From an optimization exercise on the open Yosys and OpenROAD flow, aimed at small area, a short achievable clock period and few clock cycles per item; shortcuts taken in it are not production practice.
Function was checked by simulation only, so behaviour that the tests miss may differ from the original.

Setup of JK:
==> flow/design.v (excerpt) <==
module neural_network
(
    input          clk_i,
    input          rstn_i,
    input   [63:0] data_in_i,
    input          fire_i,
    output  [15:0] prediction_o,
    output         done_o
);
function automatic [14:0] m643c(input [14:0] a);
    reg [27:0] x, p;
    begin
        x = {13'd0, a};
        p = (x << 15) - (x << 13) + (x << 10) + (x << 6) - (x << 2);
        m643c = p[27:13];
    end
endfunction
function automatic [14:0] m7888(input [14:0] a);
    reg [27:0] x, p;
    begin
        x = {13'd0, a};
        p = (x << 15) - (x << 11) + (x << 7) + (x << 3);
        m7888 = p[27:13];
    end
endfunction
function automatic [14:0] m76c2(input [14:0] a);
    reg [27:0] x, p;
    begin
        x = {13'd0, a};
        p = (x << 15) - (x << 11) - (x << 8) - (x << 6) + (x << 1);
        m76c2 = p[27:13];
    end
endfunction
function automatic [14:0] m6e67(input [14:0] a);
    reg [27:0] x, p;
    begin
        x = {13'd0, a};
        p = (x << 15) - (x << 12) - (x << 9) + (x << 7) - (x << 5) + (x << 3) - x;
  ...
clock: 10.0 ns
lec_check: 0
cap_margin: 20
core_margin: 2
core_utilization: 35
slew_margin: 20
synth_memory_max_bits: 65536
run.sh (not shown) runs the stock make flow with config.mk's settings and CLKGATE_MAP_FILE= SYNTH_SCRIPT=/design/flow/synth_recipe.tcl, a recipe that flattens the netlist after the stock synthesis.
JK reached the final stage; the timing, design-rule and antenna checks on its layout passed.
Testbench counts of JK, summed over its fixed seeds: cycles 4,096, items 2,048.
Here is what was changed in the inputs of MS compared with JK.
Settings: ABC_AREA: unset -> 1.
Findings:
The area of the die in MS sits 6400 um^2 below the value recorded for JK. Summary — shortest period the worst path allows, MS relative to JK: lower, by 0.71 ns. Compared with JK, MS shows a smallest setup slack after layout that is 0.71 ns higher. On aggregate global-route resource usage, the higher figure sits with JK, not MS. Going from JK to MS, average instance area after synthesis shows a reduction of 13%. Summary: with JK as the reference, count of multi-input combinational gates in MS moved up by a little under 10%.
Modified inputs, AL compared to MS
Settings: SETUP_SLACK_MARGIN now 1.5, previously not set.
Results
| largest stage delay on the critical path | higher: MS |
Any difference in final-layout worst hold slack between AL and MS is small enough to ignore.
On global-route track usage on met2, MS and AL are basically level.

xenon:
neural_network, a different RTL version from the one above (not shown whole).
For scale: ~65 flip-flops, ~84 I/O pins, about 44000 sq um of cells after synthesis.
export LEC_CHECK = 0
export ABC_AREA = 1
export CAP_MARGIN = 20
export CORE_MARGIN = 2
export CORE_UTILIZATION = 45
export SETUP_SLACK_MARGIN = 0.6
export SLEW_MARGIN = 20
export SYNTH_MEMORY_MAX_BITS = 65536
create_clock -name core_clock -period 10.0 [get_ports {clk_i}]
standard.sh (not shown) runs the stock make flow with config.mk's settings and CLKGATE_MAP_FILE= SYNTH_SCRIPT=/design/flow/synth_recipe.tcl, a recipe that flattens the netlist after the stock synthesis.
==> flow/flow/run.sh <==
#!/bin/bash
# The standard layout with two changes after the standard synthesis:
#  - the platform's delay cells (clkdlybuf4s*, dlygate4sd*, dlymetal6s*) are
#    added to its don't-use list, so the port buffers that placement inserts
#    are plain buffers rather than delay cells;
#  - sizing may swap a cell for one of another footprint
#    (MATCH_CELL_FOOTPRINT=0; the platform sets 1).
# Each step's output goes to its own log.
set -e
bash standard.sh synth > synth.log 2>&1
DU=$(sed -n '/^export DONT_USE_CELLS/,/^$/p' "$FLOW_HOME/platforms/sky130hd/config.mk" \
     | tr -d '\\' | tr -s ' \n' ' ' | sed 's/export DONT_USE_CELLS += //; s/#.*//')
for c in clkdlybuf4s15_1 clkdlybuf4s15_2 clkdlybuf4s18_1 clkdlybuf4s18_2 \
         clkdlybuf4s25_1 clkdlybuf4s25_2 clkdlybuf4s50_1 clkdlybuf4s50_2 \
         dlygate4sd1_1 dlygate4sd2_1 dlygate4sd3_1 \
         dlymetal6s2s_1 dlymetal6s4s_1 dlymetal6s6s_1; do
    DU="$DU sky130_fd_sc_hd__$c"
done
echo "DONT_USE_CELLS=$DU" > dont_use.log
bash standard.sh "DONT_USE_CELLS=$DU" MATCH_CELL_FOOTPRINT=0 finish > layout.log 2>&1
Testbench counts of xenon, summed over its fixed seeds: cycles 2,048, items 2,048.
Modified inputs, indigo compared to xenon
Settings: SETUP_SLACK_MARGIN changed from 0.6 to 0.15.
[summary]
In the tables for xenon and indigo, post-synthesis to final-layout area growth reads lower with indigo. Number of cells produced by synthesis of indigo is on par with xenon. indigo ends up with a final critical-path setup slack that is 0.31 ns lower than in xenon. In the tables for xenon and indigo, path length in cells of the critical path reads lower with indigo.
Inputs modified between indigo and nickel:
Settings: SETUP_SLACK_MARGIN: 0.15 -> 0.3; CORE_UTILIZATION: 45 -> 40.
## What came out
- Compared nickel against indigo; sequential share of layout area within noise.
- nickel improves on indigo in clock period minus final worst setup slack.
- Launch point of the critical path: pb0_q[7] -> nickel, pb1_q[7] -> indigo
- | final worst hold slack | indigo vs nickel | ≈ equal |
- Core utilization, indigo and nickel: lower on nickel
- Area added between synthesis and finish was lower in indigo than in nickel.
- In nickel the detailed-route vias per instance turned out about 2% lower than in indigo.
Inputs modified between nickel and fjord:
Settings: TNS_END_PERCENT newly set to 5; CORE_UTILIZATION changed from 40 to 45.
### Flow results
When fjord is measured against nickel, its buffer and inverter count on the worst path turns out 4 higher.
fjord ends up with a number of iterations in the first detailed-routing pass that is 1 higher than in nickel.
Re number of non-clock buffers: nickel was lower than fjord.
Between nickel and fjord, routed wire length increased.
Part of the cycle the worst path needs down 0.29 points in fjord wrt nickel
Per the comparison of fjord with nickel, die area dropped about 11%; total vias in the final route climbed 0.32%; largest net degree at the start of global routing climbed about 30%; number of placed instances, taps included dropped 161.
[compare] base=nickel new=fjord: number of primary I/O pins essentially unchanged, minimum setup slack in the final design now larger.

[what the ideal ports hide]
No port has a modelled driver above. Below, the same layouts with a new extraction and two added sets of constraints.
Step 1, drivers: a clkbuf_16 drives clk_i and a buf_2 each remaining input, both assumed.
Step 2 times the ports against the registers' clock, not the clock port: input delays grow and output delays shrink by t, the midpoint of the rising clock arrivals with the driver on.
a / b / c = no drivers / after step 1 / after step 2; a / b = the first two.
run | t (ns) | setup WS [ns] | worst register clock-pin slew, ns | pins driven straight from the clock port
JK | 0.428 | 0.515 / 0.544 / 0.120 | 0.08 / 0.08 | 1
MS | 0.435 | 1.230 / 1.274 / 0.839 | 0.08 / 0.08 | 1
AL | 0.434 | 1.688 / 1.618 / 1.406 | 0.09 / 0.09 | 1
xenon | 0.398 | 0.745 / 0.697 / 0.816 | 0.06 / 0.06 | 1
indigo | 0.400 | 0.440 / 0.392 / 0.587 | 0.06 / 0.06 | 1
nickel | 0.394 | 0.538 / 0.486 / 0.589 | 0.07 / 0.07 | 1
fjord | 0.397 | 0.566 / 0.520 / 0.597 | 0.06 / 0.06 | 1
After both steps every run listed still meets setup and hold. The setup slack of JK, which loses most, moves by +0.029 ns with the drivers and by -0.395 ns with both steps.
